This is an optimization exercise on Yosys and OpenROAD, whose aim is small area, a short achievable clock period and few clock cycles, not a production implementation.
The RTL was checked by simulation tests, not by an equivalence proof against the original design.
Power is estimated from default activity; no workload was simulated.

[design/flow/config.mk]
export PLATFORM = sky130hd
export DESIGN_NAME = jzjpcc
export DESIGN_NICKNAME = jzjpcc
export VERILOG_FILES = /design/flow/design.v
export SDC_FILE = /design/flow/constraint.sdc
export NUM_CORES = 4
export LEC_CHECK = 0
export CAP_MARGIN = 20
export CORE_MARGIN = 2
export CORE_UTILIZATION = 35
export PLACE_DENSITY = 0.55
export SETUP_SLACK_MARGIN = 0.2
export SLEW_MARGIN = 20
[design/flow/constraint.sdc]
create_clock -name core_clock -period 12.5 [get_ports {clock}]
set_input_delay 2.5000 -clock core_clock [delete_from_list [all_inputs] [get_ports {clock}]]
set_output_delay 2.5000 -clock core_clock [all_outputs]
set_load 0.01 [all_outputs]
[design/flow/design.v]
module jzjpcc_alu
(
	input logic [2:0] funct3, 
	input logic subtract, 
	input logic arithmetic, 
	input logic [31:0] a,
	input logic [31:0] b,
	output logic [31:0] result,
	output logic equal, 
	output logic lessThan, 
	output logic lessThanUnsigned 
);
logic [32:0] sum;
assign sum = {1'b0, a} + {1'b0, b ^ {32{subtract}}} + 33'(subtract);
assign equal = (sum[31:0] == 32'd0);
assign lessThanUnsigned = !sum[32];
assign lessThan = (a[31] ^ b[31]) ? a[31] : sum[31];
logic [31:0] aReversed;
always_comb
	for (int i = 0; i < 32; ++i)
		aReversed[i] = a[31 - i];
logic left;
assign left = !funct3[2]; 
logic [31:0] shifterIn;
logic [31:0] shifted;
logic [31:0] shiftedReversed;
assign shifterIn = left ? aReversed : a;
assign shifted = 32'($signed({arithmetic & a[31], shifterIn}) >>> b[4:0]);
always_comb
	for (int i = 0; i < 32; ++i)
		shiftedReversed[i] = shifted[31 - i];
always_comb
begin
	unique case (funct3)
		3'b000: result = sum[31:0];
		3'b001: result = shiftedReversed;
		3'b010: result = {31'd0, lessThan};
		3'b011: result = {31'd0, lessThanUnsigned};
		3'b100: result = a ^ b;
		3'b101: result = shifted;
		3'b110: result = a | b;
		3'b111: result = a & b;
	endcase
end
endmodule
module jzjpcc_regfile
(
	input logic clock,
	input logic reset,
	input logic [4:0] rs1Addr,
	input logic [4:0] rs2Addr,
	output logic [31:0] rs1Value,
	output logic [31:0] rs2Value,
	input logic writeEnable, 
	input logic [4:0] writeAddr,
	input logic [31:0] writeData
);
logic [31:0] registers [31:1];
logic [31:1] written;
always_ff @(posedge clock)
begin
	for (int i = 1; i < 32; ++i)
		if (writeEnable && (writeAddr == 5'(i)))
			registers[i] <= writeData;
end
always_ff @(posedge clock, posedge reset)
begin
	if (reset)
		written <= '0;
	else
		for (int i = 1; i < 32; ++i)
			if (writeEnable && (writeAddr == 5'(i)))
				written[i] <= 1'b1;
end
always_comb
begin
	rs1Value = '0;
	rs2Value = '0;
	for (int i = 1; i < 32; ++i)
	begin
		rs1Value = rs1Value | ({32{(rs1Addr == 5'(i)) && written[i]}} & registers[i]);
		rs2Value = rs2Value | ({32{(rs2Addr == 5'(i)) && written[i]}} & registers[i]);
	end
end
endmodule
module jzjpcc
(
	input logic clock,
	input logic reset, 
	output logic [13:2] imem_addr,
	input logic [31:0] imem_data, 
	output logic [13:2] dmem_addr,
	output logic dmem_we,
	output logic [3:0] dmem_be, 
	output logic [31:0] dmem_wdata, 
	input logic [31:0] dmem_rdata 
);
logic started; 
logic [13:2] pcD; 
logic predictTaken; 
logic [13:2] predictPC;
logic mispredict; 
logic [13:2] mispredictPC;
logic stall; 
logic [13:2] pcPlus1D;
assign pcPlus1D = pcD + 12'd1;
always_comb
begin
	if (mispredict)
		imem_addr = mispredictPC;
	else if (predictTaken)
		imem_addr = predictPC;
	else if (stall)
		imem_addr = pcD; 
	else
		imem_addr = pcPlus1D;
end
always_ff @(posedge clock, posedge reset)
begin
	if (reset)
	begin
		started <= 1'b0;
		pcD <= '1; 
	end
	else
	begin
		started <= 1'b1;
		pcD <= imem_addr;
	end
end
logic [31:0] instr;
assign instr = imem_data;
logic validD;
assign validD = started && !predictTaken && !mispredict;
logic [4:0] opcode;
logic [2:0] funct3D;
logic [4:0] rdD, rs1D, rs2D;
assign opcode = instr[6:2];
assign funct3D = instr[14:12];
assign rdD = instr[11:7];
assign rs1D = instr[19:15];
assign rs2D = instr[24:20];
logic isLoadD, isStoreD, isBranchD, isJalD, isJalrD, isLuiD, isAuipcD, isOpImmD, isOpD;
assign isLoadD = (opcode == 5'b00000);
assign isStoreD = (opcode == 5'b01000);
assign isBranchD = (opcode == 5'b11000);
assign isJalD = (opcode == 5'b11011);
assign isJalrD = (opcode == 5'b11001);
assign isLuiD = (opcode == 5'b01101);
assign isAuipcD = (opcode == 5'b00101);
assign isOpImmD = (opcode == 5'b00100);
assign isOpD = (opcode == 5'b01100);
logic regWriteD, useRs1D, useRs2D;
assign regWriteD = (isLoadD || isOpImmD || isOpD || isLuiD || isAuipcD || isJalD || isJalrD) && (rdD != 5'd0);
assign useRs1D = isLoadD || isStoreD || isBranchD || isJalrD || isOpImmD || isOpD;
assign useRs2D = isStoreD || isBranchD || isOpD;
logic [31:0] immU;
logic [11:0] immIS; 
logic [13:2] immBJ; 
assign immU = {instr[31:12], 12'd0};
assign immIS = isStoreD ? {instr[31:25], instr[11:7]} : instr[31:20];
assign immBJ = isJalD ? {instr[13:12], instr[20], instr[30:22]} : {instr[31], instr[31], instr[7], instr[30:25], instr[11:9]};
logic predictD;
logic [13:2] targetD;
assign predictD = isJalD || (isBranchD && instr[31]);
assign targetD = pcD + immBJ;
logic weM;
logic [4:0] rdM;
logic [31:0] writeDataM;
logic [31:0] rfRs1, rfRs2, rs1ValueD, rs2ValueD;
jzjpcc_regfile registerFile (.clock, .reset, .rs1Addr(rs1D), .rs2Addr(rs2D), .rs1Value(rfRs1), .rs2Value(rfRs2),
									  .writeEnable(weM), .writeAddr(rdM), .writeData(writeDataM));
assign rs1ValueD = (weM && (rdM == rs1D)) ? writeDataM : rfRs1;
assign rs2ValueD = (weM && (rdM == rs2D)) ? writeDataM : rfRs2;
logic passD;
logic [31:0] constD;
assign passD = isJalD || isJalrD || isLuiD || isAuipcD;
always_comb
begin
	if (isJalD || isJalrD)
		constD = {18'd0, pcPlus1D, 2'b00};
	else if (isLuiD)
		constD = immU;
	else
		constD = immU + {18'd0, pcD, 2'b00};
end
logic subtractD, arithmeticD;
logic [2:0] aluFunct3D;
assign aluFunct3D = (isOpD || isOpImmD) ? funct3D : 3'b000;
assign subtractD = isBranchD || ((isOpD || isOpImmD) && (funct3D[2:1] == 2'b01)) || (isOpD && (funct3D == 3'b000) && instr[30]);
assign arithmeticD = instr[30] && funct3D[2];
logic validE;
logic regWriteE, isLoadE, isStoreE, isBranchE, isJalrE, predictE, passE, useImmE, subtractE, arithmeticE;
logic [4:0] rdE;
logic [2:0] funct3E, aluFunct3E;
logic forwardAE, forwardBE; 
logic [31:0] rs1E, rs2E;
logic [11:0] immE;
logic [13:2] altPCE; 
logic loadM;
logic [31:0] aluOutM;
assign stall = validE && loadM && (forwardAE || forwardBE);
logic [31:0] opA, rs2Forwarded, opB;
assign opA = forwardAE ? aluOutM : rs1E;
assign rs2Forwarded = forwardBE ? aluOutM : rs2E;
assign opB = useImmE ? {{20{immE[11]}}, immE} : rs2Forwarded;
logic [31:0] aluResult;
logic equal, lessThan, lessThanUnsigned;
jzjpcc_alu alu (.funct3(aluFunct3E), .subtract(subtractE), .arithmetic(arithmeticE), .a(opA), .b(opB),
					 .result(aluResult), .equal, .lessThan, .lessThanUnsigned);
logic [13:0] addressE;
assign addressE = opA[13:0] + {{2{immE[11]}}, immE};
logic takenE, mispredictE;
assign takenE = (funct3E[2] ? (funct3E[1] ? lessThanUnsigned : lessThan) : equal) ^ funct3E[0];
assign mispredictE = validE && !stall && ((isBranchE && (takenE != predictE)) || isJalrE);
assign dmem_addr = addressE[13:2];
assign dmem_we = validE && isStoreE && !stall;
always_comb
begin
	unique case (funct3E[1:0])
		2'b00:
		begin
			dmem_be = 4'b0001 << addressE[1:0];
			dmem_wdata = {4{rs2Forwarded[7:0]}};
		end
		2'b01:
		begin
			dmem_be = addressE[1] ? 4'b1100 : 4'b0011;
			dmem_wdata = {2{rs2Forwarded[15:0]}};
		end
		default:
		begin
			dmem_be = 4'b1111;
			dmem_wdata = rs2Forwarded;
		end
	endcase
end
always_ff @(posedge clock, posedge reset)
begin
	if (reset)
	begin
		validE <= 1'b0;
		predictTaken <= 1'b0;
		mispredict <= 1'b0;
	end
	else
	begin
		if (!stall)
			validE <= validD && !mispredictE;
		predictTaken <= validD && predictD && !stall && !mispredictE;
		mispredict <= mispredictE;
	end
end
always_ff @(posedge clock)
begin
	predictPC <= targetD;
	mispredictPC <= isJalrE ? addressE[13:2] : altPCE;
	if (!stall)
	begin
		regWriteE <= regWriteD;
		isLoadE <= isLoadD;
		isStoreE <= isStoreD;
		isBranchE <= isBranchD;
		isJalrE <= isJalrD;
		predictE <= predictD;
		passE <= passD;
		useImmE <= isOpImmD;
		subtractE <= subtractD;
		arithmeticE <= arithmeticD;
		rdE <= rdD;
		funct3E <= funct3D;
		aluFunct3E <= aluFunct3D;
		forwardAE <= useRs1D && validE && regWriteE && (rdE == rs1D);
		forwardBE <= useRs2D && validE && regWriteE && (rdE == rs2D);
		rs1E <= rs1ValueD;
		rs2E <= passD ? constD : rs2ValueD;
		immE <= immIS;
		altPCE <= predictD ? pcPlus1D : targetD;
	end
	else
	begin
		forwardAE <= 1'b0;
		forwardBE <= 1'b0;
		if (forwardAE)
			rs1E <= writeDataM;
		if (forwardBE)
			rs2E <= writeDataM;
	end
end
logic [2:0] funct3M;
logic [1:0] offsetM;
always_ff @(posedge clock, posedge reset)
begin
	if (reset)
		weM <= 1'b0;
	else
		weM <= validE && regWriteE && !stall;
end
always_ff @(posedge clock)
begin
	loadM <= validE && isLoadE && !stall;
	rdM <= rdE;
	aluOutM <= passE ? rs2Forwarded : aluResult;
	funct3M <= funct3E;
	offsetM <= addressE[1:0];
end
logic [7:0] loadByte;
logic [15:0] loadHalf;
logic [31:0] loadValue;
always_comb
begin
	unique case (offsetM)
		2'b00: loadByte = dmem_rdata[7:0];
		2'b01: loadByte = dmem_rdata[15:8];
		2'b10: loadByte = dmem_rdata[23:16];
		2'b11: loadByte = dmem_rdata[31:24];
	endcase
	loadHalf = offsetM[1] ? dmem_rdata[31:16] : dmem_rdata[15:0];
	unique case (funct3M[1:0])
		2'b00: loadValue = {{24{loadByte[7] & !funct3M[2]}}, loadByte};
		2'b01: loadValue = {{16{loadHalf[15] & !funct3M[2]}}, loadHalf};
		default: loadValue = dmem_rdata;
	endcase
end
assign writeDataM = loadM ? loadValue : aluOutM;
endmodule
[design/flow/run.sh]
#!/bin/bash
# synth_recipe.tcl (not shown) runs the flow's synth.tcl, then flattens the netlist and writes it again
# the make line also repeats each setting of config.mk as NAME=value (left out here)
make -C /OpenROAD-flow-scripts/flow DESIGN_CONFIG=/design/flow/config.mk WORK_HOME=/design/flow/orfs CLKGATE_MAP_FILE= SYNTH_SCRIPT=/design/flow/synth_recipe.tcl finish
==> flow_metrics.env, run 1 <==
export IMPL_nets=5156
export IMPL_tritoncts="yes"
export IMPL_ys_types=93
export IMPL_cp_arrival_ps=5830
export IMPL_syn_cell_area_um2=60900
export IMPL_syn_nets=5151
export IMPL_grtUsageMet2_pct=49.5
export IMPL_io_buffer_count=124
export IMPL_yosys_area_top_type_share_pct=54.3
export IMPL_hpwl_um=187000
export IMPL_vias=52615
export IMPL_final_common_cell="edfxtp_1"
export IMPL_fin_tns_setup_ps=0
export IMPL_seq_power_share_pct=47.3
export IMPL_gr_usage_met3_pct=13.5
export IMPL_crit_type="register to output port"
export IMPL_relSlewSlack_pct=19.5
export IMPL_dpl_cell_area_um2=65300
export IMPL_startpoint_type="register"
export IMPL_ys_ff_latch=1218
export IMPL_vias_per_cell=7.11
export IMPL_cp_end_kind="output port"
export IMPL_post_cts_setup_buffer_count=0
export IMPL_syn2layout_area_growth_pct=14.1
export IMPL_yosysSeqAreaShare_pct=58.6
export IMPL_netSwitchingFraction_pct=28.9
export IMPL_critical_path_max_fanout=43
export IMPL_antenna_found_initial=16
export IMPL_start_util_pct=35.1
export IMPL_cts_buffers=120
export IMPL_fp_coreArea_um2=173000
export IMPL_yosys_warnings=4
export IMPL_synth_edf_count=1101
export IMPL_wl_um=313000
export IMPL_pwr_share_clk_pct=35.8
export IMPL_cts_sinks=1218
export IMPL_insertion_delay_ps=820
export IMPL_wire_per_inst_um=42.3
export IMPL_rrSetupSlack_ps=5310
export IMPL_regToRegStartpoint="forwardBE$_SDFF_PP0_"
export IMPL_grtUsageTotal_pct=34.0
export IMPL_drive_gt1_share_pct=14.0
export IMPL_ios=127
export IMPL_power_frac_comb_pct=17.0
export IMPL_p_leak_uw=0.0243
export IMPL_die_h_um=421
export IMPL_synth_area_leader_cell="edfxtp_1"
export IMPL_crit_required_ps=10000
export IMPL_cts_root_buf="clkbuf_16"
export IMPL_syn_inst=4959
export IMPL_synth_main_ff_cell="edfxtp_1"
export IMPL_drtPass1Iterations=11
export IMPL_grt_overflow=0
export IMPL_worst_hold_slack_ps=459
export IMPL_cts_resized=0
export IMPL_htreeDepth=3
export IMPL_hp_class="register to register"
export IMPL_syn_area_per_cell_um2=12.3
export IMPL_fin_crit_ps=8330
export IMPL_async_flop_share_pct=3.94
export IMPL_grt_pass1_wl_um=419000
export IMPL_hold_end="pcD[11]$_DFF_PP1_"
export IMPL_detail_route_antenna_nets=0
export IMPL_clockBufferDepth=3
export IMPL_fin_area_um2=69500
export IMPL_synth_area_leaders="edfxtp_1 54%, a22oi_1 4.6%, a221oi_1 4.1%, a22o_1 4.1%, ha_1 2.5%"
export IMPL_gp_congestion=0.972
export IMPL_fillerInstances=16351
export IMPL_worstMarginPinSlew_ps=1180
export IMPL_gr_max_usage_layer="met2"
export IMPL_switching_power_uw=3050
export IMPL_reg2reg_depth=19
export IMPL_layout_common_cells="1101 x edfxtp_1, 372 x a22oi_1, 284 x a221oi_1, 284 x a22o_1, 222 x a21oi_1"
export IMPL_grt_max_degree=50
export IMPL_path_clk_slew_ps=60
export IMPL_die_area_um2=177000
export IMPL_rsz0062_at_grt="no"
export IMPL_finalCritPeriodShare_pct=66.6
export IMPL_power_density_nw_per_um2=152
export IMPL_peakVddDrop_mv=0.130
export IMPL_finalHoldViolCount=0
export IMPL_grt_pass1_vias=49195
export IMPL_final_max_slew_viol_count=0
export IMPL_rows=153
export IMPL_postCtsHoldBufs=0
export IMPL_first_iter_violations=11699
export IMPL_timing_fmax_mhz=120
export IMPL_die_w_um=421
export IMPL_finalSetupViolations=0
export IMPL_clock_skew_ps=86.7
export IMPL_drc=0
export IMPL_hold_path_startpoint="mispredictPC[11]$_DFF_P_"
export IMPL_outcome="complete, no violations"
export IMPL_timing_rr_end="mispredict$_DFF_PP0_"
export IMPL_grtUsageMet1_pct=41.4
export IMPL_p_int_uw=7520
export IMPL_worst_hold_path_num_cells=2
export IMPL_maxCapViolCount=0
==> metal layers <==
layer | part of all wire, % | vias up
met4 | 8.4 | 14
met2 | 42 | 5185
li1 | - | 20041
met1 | 34 | 25993
met5 | 0.052 | -
met3 | 16 | 1382
==> stage by stage <==
stage	setup slack (ps)	utilization, %	power [uW]	std cells
after CTS	4160	40.0	10500	7390
final	4170	40.0	10600	7404
after floorplan	6580	-	6000	4959
after global placement	5010	37.7	6790	7163
after global routing	3920	40.0	10800	7394
after detailed placement	5000	37.7	6800	7165
==> worst max-delay path: stages, from the launching register on <==
cell             delay [ps]
dfxtp_2                 310
buf_4                   550
mux2i_4                 500
inv_1                   200
ha_1                    260
fa_1                    440
a21o_1                  200
a21oi_1                 230
o21bai_1                140
a21oi_1                 280
o21bai_1                110
a21oi_1                 230
nor2_1                   70
o21a_1                  180
o41a_1                  330
xor2_1                  370
clkdlybuf4s50_1         620
==> how the worst max path moves through the flow <==
stage                         start                    to  slack, ps  cells after the start
2_1_floorplan          imem_data[2]  altPCE[13]$_DFFE_PN_       6580                     17
5_1_grt        forwardAE$_SDFF_PP0_         dmem_addr[12]       3920                     16
3_5_place_dp   forwardAE$_SDFF_PP0_         dmem_addr[12]       5000                     16
3_3_place_gp   forwardAE$_SDFF_PP0_         dmem_addr[12]       5010                     16
6_report       forwardAE$_SDFF_PP0_         dmem_addr[12]       4170                     16
4_1_cts        forwardAE$_SDFF_PP0_         dmem_addr[12]       4160                     16
==> sequential cells by signal, summed over array words and instances, names as in the netlist, 2 cells and up <==
signal and cells:
rdM 5, immE 12, funct3E 3, pcD 12, aluFunct3E 3, rs1E 32, rdE 5, altPCE 12
funct3M 3, offsetM 2, aluOutM 32, predictPC 12, registerFile.written 31, mispredictPC 12, registerFile.registers 992, rs2E 32
==> cell type report <==
type | instances | area, um2 | share of cell area, %
timing repair buffer | 316 | 2700 | 3.89
inverter | 115 | 433 | 0.623
sequential | 1218 | 35700 | 51.3
clock inverter | 75 | 855 | 1.23
tap | 2325 | 2910 | 4.19
clock buffer | 150 | 3170 | 4.56
multi-input combinational | 3193 | 23700 | 34.1
antenna | 12 | 30.0 | 0.0432
==> cell families after synthesis <==
| kind of cell | count (synthesis) | synth area share (%) |
|---|---|---|
| flops | 1218 | 58.6 |
| other cells | 1 | 0.00616 |
| fa+ha+maj | 126 | 2.64 |
| simple gates | 1007 | 8.16 |
| buf+inv | 548 | 3.49 |
| mux | 223 | 4.34 |
| compound gates | 1699 | 20.8 |
| xor+xnor | 137 | 1.97 |
==> power groups by stage <==
stage / Sequential, uW / Clock [uW] / Combinational (uW)
after floorplan: 5000 / 0 / 1010
after global placement: 5080 / 0 / 1710
after detailed placement: 5080 / 0 / 1720
after CTS: 4990 / 3780 / 1730
after global routing: 5010 / 3940 / 1890
final: 5000 / 3780 / 1790
==> cell usage after synthesis, types with 23 or more instances <==
library cell  count
clkbuf_1        357
inv_1           110
edfxtp_1       1101
and3_1           82
dfxtp_1          69
nor2_1          265
xor2_1           31
a21oi_1         231
a21o_1           34
mux2_2           90
mux2i_1         109
ha_1            122
nand4_1         131
buf_1            49
a22oi_1         372
nor3_1           82
dfrtp_1          36
nand3_1         102
or2_2            38
a222oi_1         56
a22o_1          284
xnor2_1         106
o21ai_0         195
a221oi_1        284
a211oi_1         36
nand2_1         208
o22ai_1          23
Testbench counts, summed over its fixed seeds: cycles 57,961.
==> run 2, diff against run 1 <==
--- a/design/flow/design.v
+++ b/design/flow/design.v
@@ -72,16 +72,26 @@
 			if (writeEnable && (writeAddr == 5'(i)))
 				written[i] <= 1'b1;
 end
+logic [31:0] group1 [0:3];
+logic [31:0] group2 [0:3];
 always_comb
 begin
-	rs1Value = '0;
-	rs2Value = '0;
-	for (int i = 1; i < 32; ++i)
+	for (int g = 0; g < 4; ++g)
 	begin
-		rs1Value = rs1Value | ({32{(rs1Addr == 5'(i)) && written[i]}} & registers[i]);
-		rs2Value = rs2Value | ({32{(rs2Addr == 5'(i)) && written[i]}} & registers[i]);
+		group1[g] = '0;
+		group2[g] = '0;
+		for (int j = 0; j < 8; ++j)
+		begin
+			if (g * 8 + j > 0)
+			begin
+				group1[g] = group1[g] | ({32{(rs1Addr[2:0] == 3'(j)) && written[g * 8 + j]}} & registers[g * 8 + j]);
+				group2[g] = group2[g] | ({32{(rs2Addr[2:0] == 3'(j)) && written[g * 8 + j]}} & registers[g * 8 + j]);
+			end
+		end
 	end
 end
+assign rs1Value = group1[rs1Addr[4:3]];
+assign rs2Value = group2[rs2Addr[4:3]];
 endmodule
 module jzjpcc
 (
@@ -99,14 +109,14 @@
 logic [13:2] pcD; 
 logic predictTaken; 
 logic [13:2] predictPC;
-logic mispredict; 
+logic mispredictE; 
 logic [13:2] mispredictPC;
 logic stall; 
 logic [13:2] pcPlus1D;
 assign pcPlus1D = pcD + 12'd1;
 always_comb
 begin
-	if (mispredict)
+	if (mispredictE)
 		imem_addr = mispredictPC;
 	else if (predictTaken)
 		imem_addr = predictPC;
@@ -131,7 +141,7 @@
 logic [31:0] instr;
 assign instr = imem_data;
 logic validD;
-assign validD = started && !predictTaken && !mispredict;
+assign validD = started && !predictTaken;
 logic [4:0] opcode;
 logic [2:0] funct3D;
 logic [4:0] rdD, rs1D, rs2D;
@@ -156,14 +166,16 @@
 assign useRs2D = isStoreD || isBranchD || isOpD;
 logic [31:0] immU;
 logic [11:0] immIS; 
-logic [13:2] immBJ; 
+logic [13:2] immB, immJ; 
 assign immU = {instr[31:12], 12'd0};
 assign immIS = isStoreD ? {instr[31:25], instr[11:7]} : instr[31:20];
-assign immBJ = isJalD ? {instr[13:12], instr[20], instr[30:22]} : {instr[31], instr[31], instr[7], instr[30:25], instr[11:9]};
+assign immJ = {instr[13:12], instr[20], instr[30:22]};
+assign immB = {instr[31], instr[31], instr[7], instr[30:25], instr[11:9]};
 logic predictD;
-logic [13:2] targetD;
+logic [13:2] branchTargetD, jalTargetD;
 assign predictD = isJalD || (isBranchD && instr[31]);
-assign targetD = pcD + immBJ;
+assign branchTargetD = pcD + immB;
+assign jalTargetD = pcD + immJ;
 logic weM;
 logic [4:0] rdM;
 logic [31:0] writeDataM;
@@ -210,9 +222,13 @@
 					 .result(aluResult), .equal, .lessThan, .lessThanUnsigned);
 logic [13:0] addressE;
 assign addressE = opA[13:0] + {{2{immE[11]}}, immE};
-logic takenE, mispredictE;
-assign takenE = (funct3E[2] ? (funct3E[1] ? lessThanUnsigned : lessThan) : equal) ^ funct3E[0];
+logic takenE, branchEqual, branchLess, branchLessUnsigned;
+assign branchEqual = (opA == rs2Forwarded);
+assign branchLess = $signed(opA) < $signed(rs2Forwarded);
+assign branchLessUnsigned = opA < rs2Forwarded;
+assign takenE = (funct3E[2] ? (funct3E[1] ? branchLessUnsigned : branchLess) : branchEqual) ^ funct3E[0];
 assign mispredictE = validE && !stall && ((isBranchE && (takenE != predictE)) || isJalrE);
+assign mispredictPC = isJalrE ? addressE[13:2] : altPCE;
 assign dmem_addr = addressE[13:2];
 assign dmem_we = validE && isStoreE && !stall;
 always_comb
@@ -241,20 +257,17 @@
 	begin
 		validE <= 1'b0;
 		predictTaken <= 1'b0;
-		mispredict <= 1'b0;
 	end
 	else
 	begin
 		if (!stall)
 			validE <= validD && !mispredictE;
 		predictTaken <= validD && predictD && !stall && !mispredictE;
-		mispredict <= mispredictE;
 	end
 end
 always_ff @(posedge clock)
 begin
-	predictPC <= targetD;
-	mispredictPC <= isJalrE ? addressE[13:2] : altPCE;
+	predictPC <= isJalD ? jalTargetD : branchTargetD;
 	if (!stall)
 	begin
 		regWriteE <= regWriteD;
@@ -275,7 +288,7 @@
 		rs1E <= rs1ValueD;
 		rs2E <= passD ? constD : rs2ValueD;
 		immE <= immIS;
-		altPCE <= predictD ? pcPlus1D : targetD;
+		altPCE <= instr[31] ? pcPlus1D : branchTargetD; 
 	end
 	else
 	begin
--- a/design/flow/config.mk
+++ b/design/flow/config.mk
@@ -9,5 +9,5 @@
 export CORE_MARGIN = 2
 export CORE_UTILIZATION = 35
 export PLACE_DENSITY = 0.55
-export SETUP_SLACK_MARGIN = 0.2
+export SETUP_SLACK_MARGIN = 5
 export SLEW_MARGIN = 20
==> run 2 against run 1 <==
  * Maximum frequency rose by 11%
  * Sequential cell count fell by 13
  * Critical path depth fell by 1
  * Synthesized area rose by 2.7%
  * Register-to-register slack improved by 1600 ps
  * Clock power rose by 4%
  * Synthesized cell count rose by 5.5%
  * Critical path type unchanged
  * Critical endpoint is now imem_addr[5]
  * Largest cell class unchanged
==> flow_metrics.env, run 2 <==
export IMPL_outcome="complete, no violations"
export IMPL_yosys_top_cells_count="1101 x edfxtp_1, 434 x a22oi_1, 394 x nand2_1"
export IMPL_yosys_warnings=6
export IMPL_rows=155
export IMPL_timing_rr_end="aluOutM[25]$_DFF_P_"
export IMPL_critical_path_max_fanout=6
export IMPL_p_leak_uw=0.0245
export IMPL_detail_route_antenna_nets=0
export IMPL_synth_main_ff_cell="edfxtp_1"
export IMPL_crit_top_cell="mux2i_4"
export IMPL_hpwl_um=172000
export IMPL_worstMarginPinSlew_ps=1360
export IMPL_finalSetupViolations=0
export IMPL_largest_reg_flops=992
export IMPL_async_flop_share_pct=3.90
export IMPL_ios=127
export IMPL_die_w_um=427
export IMPL_yosys_area_top_type_share_pct=52.9
export IMPL_timing_fmax_mhz=134
export IMPL_clockBufferDepth=3
export IMPL_synth_most_common_cell="edfxtp_1"
export IMPL_layout_common_cells="1101 x edfxtp_1, 434 x a22oi_1, 393 x nand2_1, 247 x a221oi_1, 227 x a22o_1"
export IMPL_gp_congestion=1.01
export IMPL_finalHoldViolCount=0
export IMPL_power_density_nw_per_um2=161
export IMPL_wire_per_inst_um=35.2
export IMPL_wl_um=271000
export IMPL_grtUsageTotal_pct=28.8
export IMPL_cts_sinks=1205
export IMPL_regToRegStartpoint="forwardBE$_SDFF_PP0_"
export IMPL_yosysSeqAreaShare_pct=56.6
export IMPL_path_cells="clkbuf_16, mux2i_4, inv_2, ha_1, a21oi_1, o21ai_1, a2111oi_2, a211oi_2, nand2b_1, a311o_2, mux2i_4, and2_2, buf_4, a221oi_4, clkbuf_2"
export IMPL_final_cells=7711
export IMPL_tritoncts="yes"
export IMPL_grt_overflow=0
export IMPL_hold_path_startpoint="rdE[2]$_DFFE_PN_"
export IMPL_critPathMaxStageDelay_ps=470
export IMPL_syn2layout_area_growth_pct=14.6
export IMPL_cts_root_buf="clkbuf_16"
export IMPL_crit_type="register to output port"
export IMPL_final_max_slew_viol_count=0
export IMPL_htreeDepth=4
export IMPL_fp_coreArea_um2=178000
export IMPL_start_util_pct=35.1
export IMPL_die_h_um=427
export IMPL_startpoint_type="register"
export IMPL_syn_cell_area_um2=62500
export IMPL_maxCapViolCount=0
export IMPL_reg2reg_depth=16
export IMPL_fin_tns_setup_ps=0
export IMPL_rsz0062_at_grt="yes"
export IMPL_vias_per_cell=6.62
export IMPL_drtPass1Iterations=12
export IMPL_path_buf_inv=4
export IMPL_cp_arrival_ps=4980
export IMPL_postCtsHoldBufs=0
export IMPL_grt_pass1_vias=46601
export IMPL_finalCritPeriodShare_pct=59.8
export IMPL_cts_buffers=132
export IMPL_path_clk_slew_ps=70
export IMPL_crit_required_ps=10000
export IMPL_synth_area_leader_cell="edfxtp_1"
export IMPL_hp_class="register to register"
export IMPL_syn_area_per_cell_um2=12.0
export IMPL_clock_skew_ps=71.4
export IMPL_top_register="registerFile.registers"
export IMPL_cp_end_kind="output port"
export IMPL_placed_cells=7442
export IMPL_cpMaxStageDelayCell="dfxtp_4"
export IMPL_ys_ff_latch=1205
export IMPL_syn_inst=5230
export IMPL_synth_edf_count=1101
export IMPL_antenna_found_initial=11
export IMPL_cpLargestDelayFamily="compound AO/OA/AOI/OAI gates"
export IMPL_vias=51074
export IMPL_drive_gt1_share_pct=12.1
export IMPL_nets=5467
export IMPL_synth_area_leaders="edfxtp_1 53%, a22oi_1 5.2%, a221oi_1 3.5%, a22o_1 3.2%, ha_1 3.2%"
export IMPL_fin_crit_ps=7480
export IMPL_insertion_delay_ps=830
export IMPL_syn_nets=5459
export IMPL_peakVddDrop_mv=0.137
export IMPL_grt_max_degree=62
export IMPL_drc=0
export IMPL_hold_end="rdM[2]$_DFF_P_"
export IMPL_worst_hold_path_num_cells=0
export IMPL_final_common_cell="edfxtp_1"
export IMPL_ys_types=103
export IMPL_first_iter_violations=8919
export IMPL_utilization_pct=40.2
export IMPL_die_area_um2=182000
export IMPL_relSlewSlack_pct=8.48
export IMPL_grt_pass1_wl_um=372000
export IMPL_io_buffer_count=124
export IMPL_rrSetupSlack_ps=6940
==> run 2: changes by cell type after synthesis, sizes merged, moves of 53 or more <==
| cell | before | now |
|---|---|---|
| nand3 | 102 | 159 |
| mux2i | 111 | 195 |
| mux2 | 90 | 9 |
| nor3 | 82 | 29 |
| nand2 | 208 | 394 |
| a22oi | 372 | 434 |
| a22o | 284 | 227 |
==> run 2: how the worst max path moves through the flow <==
stage / start / end / slack (ps) / depth (start not counted)
after floorplan: forwardAE$_SDFF_PP0_ / imem_addr[11] / 5490 / 18
after global placement: forwardAE$_SDFF_PP0_ / imem_addr[5] / 4060 / 14
after detailed placement: forwardAE$_SDFF_PP0_ / imem_addr[5] / 4070 / 14
after CTS: forwardAE$_SDFF_PP0_ / imem_addr[5] / 4960 / 14
after global routing: forwardAE$_SDFF_PP0_ / imem_addr[5] / 4970 / 15
final: forwardAE$_SDFF_PP0_ / imem_addr[5] / 5020 / 15
==> run 2: cell families after synthesis <==
| family | Yosys count | share of synthesized area, % |
|---|---|---|
| XOR/XNOR | 155 | 2.18 |
| other | 1 | 0.00600 |
| AO/OA/AOI/OAI | 1755 | 20.8 |
| multiplexers | 234 | 4.47 |
| AND/OR/NAND/NOR | 1130 | 8.76 |
| adder cells (fa/ha/maj) | 163 | 3.32 |
| buffers and inverters | 587 | 3.86 |
| flip-flops | 1205 | 56.6 |
==> run 2: through the flow <==
stage	total power [uW]	setup WS, ps	area (um2)	hold WS [ps]
4_1_cts	11500	4960	71500	452
6_report	11500	5020	71600	450
3_3_place_gp	7550	4060	66600	431
2_1_floorplan	6420	5490	62500	385
5_1_grt	11900	4970	71600	467
3_5_place_dp	7560	4070	66600	438
==> run 2: timing repair <==
item,4_1_cts,5_1_grt
gates resized for setup,106,42
setup endpoints to repair,18,13
cloned,2,2
hold endpoints to repair,0,0
pin swaps,2,3
setup buffers,8,4
==> run 2: final cells by class <==
class / instances / area, um2
antenna: 9 / 22.5
clock inverter: 75 / 787
timing repair buffer: 316 / 2710
tap: 2355 / 2950
inverter: 144 / 556
multi-input combinational: 3439 / 25700
fill: 16693 / 106000
sequential: 1205 / 35400
clock buffer: 168 / 3520
==> run 2: metal layers <==
layer,GRT usage [%],up-vias,wire (um),part of all wire (%)
met2,44.1,3844,121000,44
met1,38.0,25562,104000,38
li1,-,20976,-,-
met4,14.2,12,15300,5.6
met3,7.06,680,31000,11
met5,0,-,312,0.11
==> run 2: power breakdown <==
part / switching (uW) / internal [uW]
clock network: 1730 / 2190
logic: 1730 / 753
registers: 239 / 4910
Testbench counts of run 2, summed over its fixed seeds: cycles 54,764.
==> run 3, diff against run 2 <==
--- a/design/flow/design.v
+++ b/design/flow/design.v
@@ -43,55 +43,13 @@
 	endcase
 end
 endmodule
-module jzjpcc_regfile
+module jzjpcc_regfile_read_bit
 (
-	input logic clock,
-	input logic reset,
-	input logic [4:0] rs1Addr,
-	input logic [4:0] rs2Addr,
-	output logic [31:0] rs1Value,
-	output logic [31:0] rs2Value,
-	input logic writeEnable, 
-	input logic [4:0] writeAddr,
-	input logic [31:0] writeData
+	input logic [31:1] select,
+	input logic [31:1] bits,
+	output logic value
 );
-logic [31:0] registers [31:1];
-logic [31:1] written;
-always_ff @(posedge clock)
-begin
-	for (int i = 1; i < 32; ++i)
-		if (writeEnable && (writeAddr == 5'(i)))
-			registers[i] <= writeData;
-end
-always_ff @(posedge clock, posedge reset)
-begin
-	if (reset)
-		written <= '0;
-	else
-		for (int i = 1; i < 32; ++i)
-			if (writeEnable && (writeAddr == 5'(i)))
-				written[i] <= 1'b1;
-end
-logic [31:0] group1 [0:3];
-logic [31:0] group2 [0:3];
-always_comb
-begin
-	for (int g = 0; g < 4; ++g)
-	begin
-		group1[g] = '0;
-		group2[g] = '0;
-		for (int j = 0; j < 8; ++j)
-		begin
-			if (g * 8 + j > 0)
-			begin
-				group1[g] = group1[g] | ({32{(rs1Addr[2:0] == 3'(j)) && written[g * 8 + j]}} & registers[g * 8 + j]);
-				group2[g] = group2[g] | ({32{(rs2Addr[2:0] == 3'(j)) && written[g * 8 + j]}} & registers[g * 8 + j]);
-			end
-		end
-	end
-end
-assign rs1Value = group1[rs1Addr[4:3]];
-assign rs2Value = group2[rs2Addr[4:3]];
+assign value = |(select & bits);
 endmodule
 module jzjpcc
 (
@@ -114,6 +72,25 @@
 logic stall; 
 logic [13:2] pcPlus1D;
 assign pcPlus1D = pcD + 12'd1;
+localparam int BTB_ENTRIES = 2;
+logic [BTB_ENTRIES-1:0] btbValid;
+logic [13:2] btbTag [BTB_ENTRIES];
+logic [13:2] btbTarget [BTB_ENTRIES];
+logic btbHit;
+logic [13:2] btbHitTarget;
+always_comb
+begin
+	btbHit = 1'b0;
+	btbHitTarget = '0;
+	for (int i = 0; i < BTB_ENTRIES; ++i)
+	begin
+		if (btbValid[i] && (btbTag[i] == pcD))
+		begin
+			btbHit = 1'b1;
+			btbHitTarget = btbHitTarget | btbTarget[i];
+		end
+	end
+end
 always_comb
 begin
 	if (mispredictE)
@@ -122,6 +99,8 @@
 		imem_addr = predictPC;
 	else if (stall)
 		imem_addr = pcD; 
+	else if (btbHit)
+		imem_addr = btbHitTarget;
 	else
 		imem_addr = pcPlus1D;
 end
@@ -176,12 +155,51 @@
 assign predictD = isJalD || (isBranchD && instr[31]);
 assign branchTargetD = pcD + immB;
 assign jalTargetD = pcD + immJ;
+logic [13:2] predictTargetD;
+assign predictTargetD = isJalD ? jalTargetD : branchTargetD;
+localparam int BTB_INDEX_BITS = 1; 
+logic [BTB_INDEX_BITS-1:0] btbNext;
+logic btbInsert;
+assign btbInsert = started && predictD && !btbHit;
 logic weM;
 logic [4:0] rdM;
 logic [31:0] writeDataM;
 logic [31:0] rfRs1, rfRs2, rs1ValueD, rs2ValueD;
-jzjpcc_regfile registerFile (.clock, .reset, .rs1Addr(rs1D), .rs2Addr(rs2D), .rs1Value(rfRs1), .rs2Value(rfRs2),
-									  .writeEnable(weM), .writeAddr(rdM), .writeData(writeDataM));
+logic [31:0] registers [31:1];
+logic [31:1] written;
+always_ff @(posedge clock)
+begin
+	for (int i = 1; i < 32; ++i)
+		if (weM && (rdM == 5'(i)))
+			registers[i] <= writeDataM;
+end
+always_ff @(posedge clock, posedge reset)
+begin
+	if (reset)
+		written <= '0;
+	else
+		for (int i = 1; i < 32; ++i)
+			if (weM && (rdM == 5'(i)))
+				written[i] <= 1'b1;
+end
+logic [31:1] select1, select2;
+logic [31:1] registerBits [0:31];
+always_comb
+begin
+	for (int i = 1; i < 32; ++i)
+	begin
+		select1[i] = (rs1D == 5'(i)) && written[i];
+		select2[i] = (rs2D == 5'(i)) && written[i];
+	end
+	for (int b = 0; b < 32; ++b)
+		for (int i = 1; i < 32; ++i)
+			registerBits[b][i] = registers[i][b];
+end
+for (genvar b = 0; b < 32; ++b)
+begin : readBits
+	jzjpcc_regfile_read_bit read1 (.select(select1), .bits(registerBits[b]), .value(rfRs1[b]));
+	jzjpcc_regfile_read_bit read2 (.select(select2), .bits(registerBits[b]), .value(rfRs2[b]));
+end
 assign rs1ValueD = (weM && (rdM == rs1D)) ? writeDataM : rfRs1;
 assign rs2ValueD = (weM && (rdM == rs2D)) ? writeDataM : rfRs2;
 logic passD;
@@ -220,8 +238,10 @@
 logic equal, lessThan, lessThanUnsigned;
 jzjpcc_alu alu (.funct3(aluFunct3E), .subtract(subtractE), .arithmetic(arithmeticE), .a(opA), .b(opB),
 					 .result(aluResult), .equal, .lessThan, .lessThanUnsigned);
-logic [13:0] addressE;
-assign addressE = opA[13:0] + {{2{immE[11]}}, immE};
+logic [13:0] addressE, addressRegisterE, addressForwardedE;
+assign addressRegisterE = rs1E[13:0] + {{2{immE[11]}}, immE};
+assign addressForwardedE = aluOutM[13:0] + {{2{immE[11]}}, immE};
+assign addressE = forwardAE ? addressForwardedE : addressRegisterE;
 logic takenE, branchEqual, branchLess, branchLessUnsigned;
 assign branchEqual = (opA == rs2Forwarded);
 assign branchLess = $signed(opA) < $signed(rs2Forwarded);
@@ -257,17 +277,29 @@
 	begin
 		validE <= 1'b0;
 		predictTaken <= 1'b0;
+		btbValid <= '0;
+		btbNext <= '0;
 	end
 	else
 	begin
 		if (!stall)
 			validE <= validD && !mispredictE;
-		predictTaken <= validD && predictD && !stall && !mispredictE;
+		predictTaken <= validD && !stall && !mispredictE && (btbHit ? !(predictD && (predictTargetD == btbHitTarget)) : predictD);
+		if (btbInsert)
+		begin
+			btbValid[btbNext] <= 1'b1;
+			btbNext <= (btbNext == BTB_INDEX_BITS'(BTB_ENTRIES - 1)) ? '0 : btbNext + 1'b1;
+		end
 	end
 end
 always_ff @(posedge clock)
 begin
-	predictPC <= isJalD ? jalTargetD : branchTargetD;
+	predictPC <= (btbHit && !predictD) ? pcPlus1D : predictTargetD;
+	if (btbInsert)
+	begin
+		btbTag[btbNext] <= pcD;
+		btbTarget[btbNext] <= predictTargetD;
+	end
 	if (!stall)
 	begin
 		regWriteE <= regWriteD;
--- a/design/flow/config.mk
+++ b/design/flow/config.mk
@@ -11,3 +11,5 @@
 export PLACE_DENSITY = 0.55
 export SETUP_SLACK_MARGIN = 5
 export SLEW_MARGIN = 20
+export SYNTH_HIERARCHICAL = 1
+export SYNTH_MINIMUM_KEEP_SIZE = 0
==> run 3 against run 2 <==
  * Still clean on timing, DRC and antenna
  * First-iteration DRC count is 15% lower
  * Cell area is 1.8% higher
  * Combinational power is 8.1% lower
  * Largest power group unchanged
  * Highest routed layer unchanged
==> flow_metrics.env, run 3 <==
export IMPL_drc=0
export IMPL_regToRegStartpoint="forwardBE$_SDFF_PP0_"
export IMPL_switching_power_uw=3480
export IMPL_finalHoldViolCount=0
export IMPL_yosys_warnings=12
export IMPL_critPathMaxStageDelay_ps=580
export IMPL_hp_class="register to register"
export IMPL_finalCritPeriodShare_pct=59.2
export IMPL_die_area_um2=184000
export IMPL_utilization_pct=40.8
export IMPL_insertion_delay_ps=810
export IMPL_fin_crit_ps=7400
export IMPL_fin_tns_setup_ps=0
export IMPL_drive_gt1_share_pct=14.2
export IMPL_maxCapViolCount=0
export IMPL_start_util_pct=35.3
export IMPL_grt_pass1_wl_um=354000
export IMPL_cts_buffers=134
export IMPL_power_frac_comb_pct=20.0
export IMPL_antenna_found_initial=21
export IMPL_fp_coreArea_um2=179000
export IMPL_syn_area_per_cell_um2=12.7
export IMPL_drtPass1Iterations=7
export IMPL_top_register="registers"
export IMPL_io_buffer_count=124
export IMPL_outcome="complete, no violations"
export IMPL_syn2layout_area_growth_pct=15.4
export IMPL_first_iter_violations=7586
export IMPL_cp_end_kind="output port"
export IMPL_rows=155
export IMPL_path_cells="buf_12, mux2i_1, ha_1, mux2_2, nand3b_1, o41ai_4, mux2i_2, nand2b_4, buf_4, a211oi_1, a21oi_1, clkdlybuf4s50_1"
export IMPL_tritoncts="yes"
export IMPL_wire_per_inst_um=33.2
export IMPL_die_w_um=429
export IMPL_finalSetupViolations=0
export IMPL_vias=49334
export IMPL_timing_rr_end="aluOutM[0]$_DFF_P_"
export IMPL_worstMarginPinSlew_ps=1180
export IMPL_critical_path_max_fanout=35
export IMPL_pwr_share_clk_pct=34.0
export IMPL_crit_type="register to output port"
export IMPL_cts_root_buf="clkbuf_16"
export IMPL_critPathLaunch="forwardBE$_SDFF_PP0_"
export IMPL_grt_overflow=0
export IMPL_timing_fmax_mhz=135
export IMPL_crit_required_ps=10000
export IMPL_detail_route_antenna_nets=0
export IMPL_syn_inst=4993
export IMPL_startpoint_type="register"
export IMPL_htreeDepth=4
export IMPL_vias_per_cell=6.40
export IMPL_nets=5456
export IMPL_gp_congestion=0.924
export IMPL_syn_nets=5222
export IMPL_rsz0062_at_grt="yes"
export IMPL_netSwitchingFraction_pct=30.6
export IMPL_cp_arrival_ps=4900
export IMPL_hold_end="rdM[3]$_DFF_P_"
export IMPL_relSlewSlack_pct=21.5
export IMPL_clock_skew_ps=53.1
export IMPL_largest_reg_flops=992
export IMPL_cts_sinks=1256
export IMPL_hold_path_startpoint="rdE[3]$_DFFE_PN_"
export IMPL_syn_cell_area_um2=63200
export IMPL_layout_common_cells="1149 x edfxtp_1, 791 x a22oi_1, 255 x a21oi_1, 246 x nor2_1, 241 x nand2_1"
export IMPL_final_max_slew_viol_count=0
export IMPL_grt_pass1_vias=45824
export IMPL_ios=127
export IMPL_power_density_nw_per_um2=156
export IMPL_p_int_uw=7890
export IMPL_reg2reg_depth=18
export IMPL_grtUsageTotal_pct=26.8
export IMPL_wl_um=256000
export IMPL_path_clk_slew_ps=60
export IMPL_hpwl_um=168000
export IMPL_clockBufferDepth=3
export IMPL_rrSetupSlack_ps=6890
export IMPL_seq_power_share_pct=45.9
export IMPL_cpMaxStageDelayCell="mux2i_1"
export IMPL_grt_max_degree=65
export IMPL_worst_hold_path_num_cells=0
export IMPL_die_h_um=429
export IMPL_peakVddDrop_mv=0.118
export IMPL_final_common_cell="edfxtp_1"
export IMPL_p_leak_uw=0.0255
run 3: through the flow:
stage	hold WS, ps	total power [uW]	setup WS (ps)	instances	instance area [um2]
floorplan	386	6490	6100	4993	63200
global placement	440	7440	4780	7429	68100
detailed placement	430	7470	4730	7429	68100
CTS	450	11300	4980	7679	72700
global route	475	11700	4880	7692	72900
finish	433	11400	5100	7703	73000
run 3: worst max path at each step:
stage	endpoint	slack (ps)
after CTS	imem_addr[4]	4980
after global routing	imem_addr[10]	4880
after floorplan	imem_addr[7]	6100
after global placement	imem_addr[3]	4780
final	imem_addr[10]	5100
after detailed placement	imem_addr[3]	4730
run 3: per-layer routing:
layer | up-vias | GRT usage [%] | share of wire [%]
met3 | 465 | 5.69 | 11
met2 | 2991 | 41.4 | 45
li1 | 20876 | - | -
met4 | 2 | 11.5 | 4.7
met5 | - | 0 | 0.0047
met1 | 25000 | 36.4 | 40
run 3: what timing repair did:
| action | in CTS | in global routing |
|---|---|---|
| gates cloned | 2 | 1 |
| resized for setup | 55 | 27 |
| endpoints found under the setup margin | 15 | 12 |
| hold buffers | 0 | 0 |
| pin swaps | 1 | 2 |
| setup buffers | 7 | 5 |
run 3: final cells by class:
| type | instances | area [um2] |
|---|---|---|
| Clock buffer | 177 | 3570 |
| Sequential cell | 1256 | 36900 |
| Fill cell | 16853 | 106000 |
| Tap cell | 2355 | 2950 |
| Antenna cell | 16 | 40.0 |
| Timing Repair Buffer | 298 | 2670 |
| Inverter | 122 | 462 |
| Multi-Input combinational cell | 3415 | 25700 |
| Clock inverter | 64 | 624 |
run 3: power by group through the flow:
stage	Clock [uW]	Combinational, uW	Sequential, uW
after floorplan	0	1320	5170
after global placement	0	2150	5290
after detailed placement	0	2170	5290
after CTS	3900	2200	5210
after global routing	4070	2410	5240
final	3870	2280	5220
run 3: worst max-delay path: cells and delay by family (launching register included):
kind                     cells  cell delay [ps]
flip-flops                   1              340
buffers and inverters        3             1020
multiplexers                 3             1150
AND/OR/NAND/NOR              2              380
adder cells (fa/ha/maj)      1              380
AO/OA/AOI/OAI                3              800
Testbench counts of run 3, summed over its fixed seeds: cycles 51,324.
==> run 4, diff against run 3 <==
--- a/design/flow/design.v
+++ b/design/flow/design.v
@@ -68,7 +68,6 @@
 logic predictTaken; 
 logic [13:2] predictPC;
 logic mispredictE; 
-logic [13:2] mispredictPC;
 logic stall; 
 logic [13:2] pcPlus1D;
 assign pcPlus1D = pcD + 12'd1;
@@ -91,18 +90,30 @@
 		end
 	end
 end
+logic [13:2] nextFetch;
 always_comb
 begin
-	if (mispredictE)
-		imem_addr = mispredictPC;
-	else if (predictTaken)
-		imem_addr = predictPC;
+	if (predictTaken)
+		nextFetch = predictPC;
 	else if (stall)
-		imem_addr = pcD; 
+		nextFetch = pcD; 
 	else if (btbHit)
-		imem_addr = btbHitTarget;
+		nextFetch = btbHitTarget;
 	else
-		imem_addr = pcPlus1D;
+		nextFetch = pcPlus1D;
+end
+logic branchInE, jalrInE, takenE;
+logic [13:2] fetchIfTaken, fetchIfNotTaken;
+assign fetchIfTaken = predictE ? nextFetch : altPCE;
+assign fetchIfNotTaken = predictE ? altPCE : nextFetch;
+always_comb
+begin
+	if (branchInE)
+		imem_addr = takenE ? fetchIfTaken : fetchIfNotTaken;
+	else if (jalrInE)
+		imem_addr = addressE[13:2];
+	else
+		imem_addr = nextFetch;
 end
 always_ff @(posedge clock, posedge reset)
 begin
@@ -241,14 +252,30 @@
 logic [13:0] addressE, addressRegisterE, addressForwardedE;
 assign addressRegisterE = rs1E[13:0] + {{2{immE[11]}}, immE};
 assign addressForwardedE = aluOutM[13:0] + {{2{immE[11]}}, immE};
-assign addressE = forwardAE ? addressForwardedE : addressRegisterE;
-logic takenE, branchEqual, branchLess, branchLessUnsigned;
-assign branchEqual = (opA == rs2Forwarded);
-assign branchLess = $signed(opA) < $signed(rs2Forwarded);
-assign branchLessUnsigned = opA < rs2Forwarded;
+assign addressE = ({14{forwardAE}} & addressForwardedE) | ({14{!forwardAE}} & addressRegisterE);
+logic equalRR, lessRR, lessUnsignedRR, equalMR, lessMR, lessUnsignedMR, equalRM, lessRM, lessUnsignedRM;
+assign equalRR = (rs1E == rs2E);
+assign lessRR = $signed(rs1E) < $signed(rs2E);
+assign lessUnsignedRR = rs1E < rs2E;
+assign equalMR = (aluOutM == rs2E);
+assign lessMR = $signed(aluOutM) < $signed(rs2E);
+assign lessUnsignedMR = aluOutM < rs2E;
+assign equalRM = (rs1E == aluOutM);
+assign lessRM = $signed(rs1E) < $signed(aluOutM);
+assign lessUnsignedRM = rs1E < aluOutM;
+logic useRR, useMR, useRM, useMM;
+assign useRR = !forwardAE && !forwardBE;
+assign useMR = forwardAE && !forwardBE;
+assign useRM = !forwardAE && forwardBE;
+assign useMM = forwardAE && forwardBE;
+logic branchEqual, branchLess, branchLessUnsigned;
+assign branchEqual = (useRR && equalRR) || (useMR && equalMR) || (useRM && equalRM) || useMM;
+assign branchLess = (useRR && lessRR) || (useMR && lessMR) || (useRM && lessRM);
+assign branchLessUnsigned = (useRR && lessUnsignedRR) || (useMR && lessUnsignedMR) || (useRM && lessUnsignedRM);
 assign takenE = (funct3E[2] ? (funct3E[1] ? branchLessUnsigned : branchLess) : branchEqual) ^ funct3E[0];
-assign mispredictE = validE && !stall && ((isBranchE && (takenE != predictE)) || isJalrE);
-assign mispredictPC = isJalrE ? addressE[13:2] : altPCE;
+assign branchInE = validE && !stall && isBranchE;
+assign jalrInE = validE && !stall && isJalrE;
+assign mispredictE = (branchInE && (takenE != predictE)) || jalrInE;
 assign dmem_addr = addressE[13:2];
 assign dmem_we = validE && isStoreE && !stall;
 always_comb
==> design/flow/flow/run.sh (new file) <==
#!/bin/bash
set -euo pipefail
export BUFFER_PORTS_ARGS="-buffer_cell sky130_fd_sc_hd__buf_4"
export SETUP_SLACK_MARGIN=7
bash standard.sh > standard.log 2>&1
==> design/flow/standard.sh (new file) <==
#!/bin/bash
# synth_recipe.tcl (not shown) runs the flow's synth.tcl, then flattens the netlist and writes it again
# the make line also repeats each setting of config.mk as NAME=value (left out here)
make -C /OpenROAD-flow-scripts/flow DESIGN_CONFIG=/design/flow/config.mk WORK_HOME=/design/flow/orfs CLKGATE_MAP_FILE= SYNTH_SCRIPT=/design/flow/synth_recipe.tcl "${@:-finish}"
--- a/design/flow/config.mk
+++ b/design/flow/config.mk
@@ -9,7 +9,6 @@
 export CORE_MARGIN = 2
 export CORE_UTILIZATION = 35
 export PLACE_DENSITY = 0.55
-export SETUP_SLACK_MARGIN = 5
 export SLEW_MARGIN = 20
 export SYNTH_HIERARCHICAL = 1
 export SYNTH_MINIMUM_KEEP_SIZE = 0
removed: design/flow/run.sh
==> run 4 against run 3 <==
  * Register-to-register slack gained 260 ps
  * Sequential share of layout area decreased by 2.5 points
  * Synthesized area grew 4.0%
  * Sequential power up 1%
  * Cell area up 5.5%
  * Clock power increased by 5%
  * Critical endpoint is now imem_addr[11]
  * Largest power group unchanged
  * Highest routed layer unchanged
==> flow_metrics.env, run 4 <==
export IMPL_outcome="complete, no violations"
export IMPL_syn_nets=5687
export IMPL_first_iter_violations=7861
export IMPL_grt_max_degree=65
export IMPL_ios=127
export IMPL_insertion_delay_ps=810
export IMPL_start_util_pct=35.1
export IMPL_cp_end_kind="output port"
export IMPL_finalSetupViolations=0
export IMPL_io_buffer_count=124
export IMPL_detail_route_antenna_nets=0
export IMPL_timing_fmax_mhz=147
export IMPL_clock_skew_ps=30.6
export IMPL_path_buf_inv=3
export IMPL_die_area_um2=191000
export IMPL_die_h_um=437
export IMPL_fin_tns_setup_ps=0
export IMPL_syn_area_per_cell_um2=12.2
export IMPL_fin_ws_ps=5700
export IMPL_power_density_nw_per_um2=157
export IMPL_vias=52430
export IMPL_syn_cell_area_um2=65700
export IMPL_yosys_warnings=12
export IMPL_syn_inst=5380
export IMPL_cpLargestDelayFamily="compound AO/OA/AOI/OAI gates"
export IMPL_cts_sinks=1256
export IMPL_grt_overflow=0
export IMPL_grt_pass1_vias=48651
export IMPL_layout_common_cells="1149 x edfxtp_1, 786 x a22oi_1, 361 x buf_4, 278 x a21oi_1, 262 x nand2_1"
export IMPL_final_common_cell="edfxtp_1"
export IMPL_largest_reg_flops=992
export IMPL_antenna_found_initial=44
export IMPL_final_max_slew_viol_count=0
export IMPL_crit_top_cell="o31ai_4"
export IMPL_crit_type="register to output port"
export IMPL_wl_um=265000
export IMPL_critPathMaxStageDelay_ps=490
export IMPL_fin_crit_ps=6800
export IMPL_fp_coreArea_um2=187000
export IMPL_finalCritPeriodShare_pct=54.4
export IMPL_drc=0
export IMPL_critical_path_max_fanout=6
export IMPL_startpoint_type="register"
export IMPL_wire_per_inst_um=31.8
export IMPL_syn2layout_area_growth_pct=17.1
export IMPL_postCtsHoldBufs=0
export IMPL_htreeDepth=4
export IMPL_p_leak_uw=0.0273
export IMPL_crit_required_ps=10000
export IMPL_vias_per_cell=6.30
export IMPL_rsz0062_at_grt="yes"
export IMPL_peakVddDrop_mv=0.123
export IMPL_die_w_um=437
export IMPL_clockBufferDepth=3
export IMPL_drive_gt1_share_pct=18.9
export IMPL_path_cells="inv_1, ha_1, nand4_1, nor3_2, a21boi_0, o41a_1, o211ai_1, o31ai_4, o31ai_4, buf_12, a21oi_4, or2_4, o311a_4, buf_4"
export IMPL_cts_buffers=137
export IMPL_cp_arrival_ps=4300
export IMPL_cts_root_buf="clkbuf_16"
export IMPL_rows=159
export IMPL_nets=6003
export IMPL_post_place_ws_ps=5510
export IMPL_cpMaxStageDelayCell="o41a_1"
export IMPL_grtUsageTotal_pct=26.6
export IMPL_hp_class="register to register"
export IMPL_hpwl_um=177000
export IMPL_finalHoldViolCount=0
export IMPL_drtPass1Iterations=9
export IMPL_gp_congestion=0.961
export IMPL_path_clk_slew_ps=60
export IMPL_worstMarginPinSlew_ps=1190
export IMPL_tritoncts="yes"
export IMPL_grt_pass1_wl_um=368000
export IMPL_relSlewSlack_pct=20.5
export IMPL_top_register="registers"
export IMPL_maxCapViolCount=0
-- run 4: layout make-up --
| cell class | count | area, um2 |
|---|---|---|
| Tap cell | 2495 | 3120 |
| Fill cell | 17506 | 110000 |
| Inverter | 205 | 779 |
| Timing Repair Buffer | 380 | 2980 |
| Clock buffer | 171 | 3650 |
| Sequential cell | 1256 | 37000 |
| Antenna cell | 19 | 47.5 |
| Clock inverter | 83 | 774 |
| Multi-Input combinational cell | 3716 | 28600 |
-- run 4: per-layer routing --
metal,share of wire [%],up-vias,global-route usage [%]
met3,10,522,5.91
met2,43,3098,39.3
met5,0.087,-,0.504
li1,-,22479,-
met4,5.6,18,13.9
met1,41,26313,36.5
-- run 4: repair_timing --
| item | 4_1_cts | 5_1_grt |
|---|---|---|
| setup buffers | 77 | 30 |
| setup endpoints to repair | 48 | 37 |
| resized for setup | 162 | 62 |
| pin swaps | 63 | 49 |
| cloned | 3 | 1 |
-- run 4: worst paths after layout --
path | slack [ps] | cells after the start | start | to
worst max-delay path | 5700 | 14 | aluOutM[13]$_DFF_P_ | imem_addr[11]
worst min-delay path | 460 | 0 | rdE[2]$_DFFE_PN_ | rdM[2]$_DFF_P_
worst max register to register | 7150 | 14 | forwardBE$_SDFF_PP0_ | aluOutM[25]$_DFF_P_
worst min register to register | 460 | 0 | rdE[2]$_DFFE_PN_ | rdM[2]$_DFF_P_
max in group asynchronous | 10020 | 3 | reset | predictTaken$_DFF_PP0_
min in group asynchronous | 1930 | 3 | reset | btbValid[0]$_DFFE_PP0P_
-- run 4: metrics by stage --
| stage | cells | total power (uW) | area (um2) | util (%) | hold WS (ps) |
|---|---|---|---|---|---|
| after floorplan | 5380 | 6760 | 65800 | - | 369 |
| after global routing | 8320 | 12500 | 76900 | 41.1 | 479 |
| after CTS | 8275 | 12000 | 76400 | 40.8 | 464 |
| final | 8325 | 12100 | 77000 | 41.1 | 465 |
| after global placement | 7941 | 7760 | 70600 | 37.7 | 443 |
| after detailed placement | 7941 | 7780 | 70700 | 37.7 | 442 |
-- run 4: where the power goes --
group	internal, uW	switching (uW)
Clock	2280	1760
Sequential	5030	251
Combinational	985	1760
Testbench counts of run 4, summed over its fixed seeds: cycles 51,324.

## port drivers added, routing unchanged
The results above use ideal ports. As a check the final layouts listed here were re-extracted and re-timed, cells and wires unchanged. Step 1: set_driving_cell puts a clkbuf_16 on clock and a buf_2 on each other input, an assumption about the parent block. Step 2 also shifts input and output timing later by t, the mid clock arrival at the registers, as if the neighbouring blocks saw the same clock. Three values: ideal, step 1, step 2; two values: the first two.
| run | shift t [ns] | slack for setup (ns) | worst register clock-pin slew, ns | worst slew at a driven data input, ns |
|---|---|---|---|---|
| run 1 | 0.863 | 4.171 / 4.085 / 4.824 | 0.08 / 0.08 | 0.15 |
| run 2 | 0.869 | 5.024 / 4.944 / 4.777 | 0.07 / 0.07 | 0.08 |
| run 3 | 0.867 | 5.099 / 5.018 / 5.377 | 0.06 / 0.06 | 0.26 |
| run 4 | 0.869 | 5.705 / 5.625 / 6.132 | 0.07 / 0.07 | 0.26 |
After both steps setup and hold are still met in every run listed. The setup slack of run 2, which loses most, moves by -0.080 ns with the drivers and by -0.247 ns with both steps.
